Context: an optimization exercise on an open-source flow, tuned for small area and a short achievable clock period. The choices shown serve that exercise and are no tape-out recipe. Power is estimated from default activity; no workload was simulated.

Design fifo, start of the top module:
module fifo
#
(
	parameter		depth = 60,
	parameter		width = 8
)
(
	input				clk,
	input				rst_n,
	input				wr_en,
	input	[width-1:0]	data_in,
	input				rd_en,
	output	[width-1:0]	data_out,
	output				full,
	output				empty
);
Size: ~1200 cells after synthesis, roughly 590 flip-flops, about 22 I/O pins, about 22000 um2 of cells after synthesis.
==> flow/config.mk <==
export PLATFORM = sky130hd
export DESIGN_NAME = fifo
export DESIGN_NICKNAME = fifo
export VERILOG_FILES = /design/flow/design.v
export SDC_FILE = /design/flow/constraint.sdc
export NUM_CORES = 4
export LEC_CHECK = 0
export CAP_MARGIN = 20
export CORE_MARGIN = 2
export CORE_UTILIZATION = 65
export CTS_CLUSTER_DIAMETER = 60
export CTS_CLUSTER_SIZE = 30
export SETUP_SLACK_MARGIN = 1.45
export SLEW_MARGIN = 20
==> flow/constraint.sdc <==
create_clock -name core_clock -period 3.2 [get_ports {clk}]
set_input_delay 0.6400 -clock core_clock [delete_from_list [all_inputs] [get_ports {clk}]]
set_output_delay 0.6400 -clock core_clock [all_outputs]
set_load 0.01 [all_outputs]
run.sh (not shown) runs the stock make flow with config.mk's settings and CLKGATE_MAP_FILE= SYNTH_SCRIPT=/design/flow/synth_recipe.tcl, a recipe that flattens the netlist after the stock synthesis.
Then changed:
--- a/flow/design.v
+++ b/flow/design.v
@@ -16,63 +16,40 @@
 	output				empty
 );
 localparam		rows = depth / 4;		 
 reg	[width-1:0]	bank0	[rows-1:0];
 reg	[width-1:0]	bank1	[rows-1:0];
 reg	[width-1:0]	bank2	[rows-1:0];
 reg	[width-1:0]	bank3	[rows-1:0];
-reg	[1:0]		wbank;			 
-reg	[1:0]		rbank;			 
-reg	[3:0]		wen;			 
+reg	[3:0]		wb;				 
+reg	[3:0]		rb;				 
 reg	[3:0]		n0, n1, n2, n3;	 
 reg				full_o;			 
 reg				nempty_o;		 
 reg				full_i;			 
 reg				nempty;			 
 reg	[3:0]		s0, s1, s2, s3;	 
 reg	[1:0]		sn0, sn1, sn2, sn3;	 
 reg	[width-1:0]	bq0, bq1, bq2, bq3;	 
 reg	[width-1:0]	last_in;		 
 reg				fresh;			 
 reg	[3:0]		osel;			 
 reg	[width-1:0]	rdata;
-function [1:0] inc2;
-	input [1:0] b;
-	begin
-		case(b)
-		2'd0: inc2 = 2'd1;
-		2'd1: inc2 = 2'd2;
-		2'd2: inc2 = 2'd3;
-		2'd3: inc2 = 2'd0;
-		endcase
-	end
-endfunction
-function [3:0] onehot;
-	input [1:0] b;
-	begin
-		case(b)
-		2'd0: onehot = 4'b0001;
-		2'd1: onehot = 4'b0010;
-		2'd2: onehot = 4'b0100;
-		2'd3: onehot = 4'b1000;
-		endcase
-	end
-endfunction
 wire			push = wr_en & ~full_i;
 wire			pop  = rd_en & nempty;
-wire	[3:0]	wr_k = { 4{ wr_en}} & wen;			 
-wire	[3:0]	rd_k = { 4{ pop}}  & onehot(rbank);	 
-wire	[1:0]	wbank_n = push ? inc2(wbank) : wbank;
-wire	[1:0]	rbank_n = pop  ? inc2(rbank) : rbank;
+wire	[3:0]	wr_k = { 4{ push}} & wb;		 
+wire	[3:0]	rd_k = { 4{ pop}}  & rb;		 
+wire	[3:0]	wb_n = push ? { wb[2:0], wb[3]} : wb;
+wire	[3:0]	rb_n = pop  ? { rb[2:0], rb[3]} : rb;
 wire	[3:0]	one_k  = { (n3 == 4'd1) && (n0 == 4'd0), (n2 == 4'd1) && (n3 == 4'd0),
 			   (n1 == 4'd1) && (n2 == 4'd0), (n0 == 4'd1) && (n1 == 4'd0)};
 wire	[3:0]	most_k = { (n3 == rows-1) && (n0 == rows), (n2 == rows-1) && (n3 == rows),
 			   (n1 == rows-1) && (n2 == rows), (n0 == rows-1) && (n1 == rows)};
-wire			one  = one_k[rbank];
-wire			most = most_k[wbank];
+wire			one  = |(one_k & rb);
+wire			most = |(most_k & wb);
 wire			empty_n = push ? 1'b0 : (pop ? one : ~nempty);
 wire			full_n  = pop  ? 1'b0 : (push ? most : full_i);
 wire			fresh_n = push & (~nempty | (pop & one));
 function [3:0] inc4;
 	input [3:0] n;
 	begin
 		case(n)
@@ -129,29 +106,27 @@
 wire	[3:0]	n0_n = count_k(n0, wr_k[0], rd_k[0]);
 wire	[3:0]	n1_n = count_k(n1, wr_k[1], rd_k[1]);
 wire	[3:0]	n2_n = count_k(n2, wr_k[2], rd_k[2]);
 wire	[3:0]	n3_n = count_k(n3, wr_k[3], rd_k[3]);
 always@(posedge clk or negedge rst_n)
 begin
 	if(!rst_n) begin
-		wbank    <= 2'd0;
-		rbank    <= 2'd0;
-		wen      <= 4'b0001;
+		wb       <= 4'b0001;
+		rb       <= 4'b0001;
 		n0       <= 4'd0;
 		n1       <= 4'd0;
 		n2       <= 4'd0;
 		n3       <= 4'd0;
 		full_o   <= 1'b0;
 		nempty_o <= 1'b0;
 		full_i   <= 1'b0;
 		nempty   <= 1'b0;
 	end else begin
-		wbank    <= wbank_n;
-		rbank    <= rbank_n;
-		wen      <= full_n ? 4'b0000 : onehot(wbank_n);
+		wb       <= wb_n;
+		rb       <= rb_n;
 		n0       <= n0_n;
 		n1       <= n1_n;
 		n2       <= n2_n;
 		n3       <= n3_n;
 		full_o   <= ~pop & (push ? most : full_o);
 		nempty_o <= push | (pop ? ~one : nempty_o);
 		full_i   <= full_n;
@@ -212,15 +187,15 @@
 	sn3     <= ~n3_n[1:0];
 	bq0     <= rd0;
 	bq1     <= rd1;
 	bq2     <= rd2;
 	bq3     <= rd3;
 	last_in <= data_in;
 	fresh   <= fresh_n;
-	osel    <= fresh_n ? 4'b0000 : onehot(rbank_n);
+	osel    <= fresh_n ? 4'b0000 : rb_n;
 end
 always@(posedge clk)
 begin
 	rdata <= ({ width{ fresh}} & last_in)
 	       | ({ width{ osel[0]}} & bq0) | ({ width{ osel[1]}} & bq1)
 	       | ({ width{ osel[2]}} & bq2) | ({ width{ osel[3]}} & bq3);
 end
After rerunning: The changed run went through all stages and came out clean; sequential cell count does not change; setup slack gets better by 33 ps; clock skew drops by 4.6 ps; design area drops by 0.64%; hold slack gets better by 4.5 ps; clock power climbs by about 1%; non-clock buffer count drops by 1; core utilization drops by 0.29 points; register-to-register slack gets better by 30 ps; die area drops by 0.32%; via count drops by 1.2%.
Function was not checked in any run of this note: the RTL went through the layout flow alone.

[afterwards: timing with drivers on the ports]
The results above use ideal ports. As a check the final layouts listed here were re-extracted and re-timed, cells and wires unchanged. Step 1, drivers: a clkbuf_16 drives clk and a buf_2 each remaining input, both assumed. Step 2 moves the port delays by t, midway between the first and last clock arrival at a register: inputs arrive t later, outputs are due t later. That takes back most of the time a late clock gives input paths. Slacks: ideal ports / drivers / drivers and shift; pairs: ideal ports / drivers.
| run | shift t [ns] | setup WS [ns] | worst setup path at the end | clock arrival spread, ns |
|---|---|---|---|---|
| the first run | 0.591 | 1.405 / 1.374 / 1.049 | input to register | 0.027 / 0.027 |
| the second run | 0.579 | 1.438 / 1.383 / 0.892 | input to register | 0.018 / 0.018 |
After both steps every run listed still meets setup and hold. The setup slack of the second run, which loses most, moves by -0.055 ns with the drivers and by -0.546 ns with both steps.
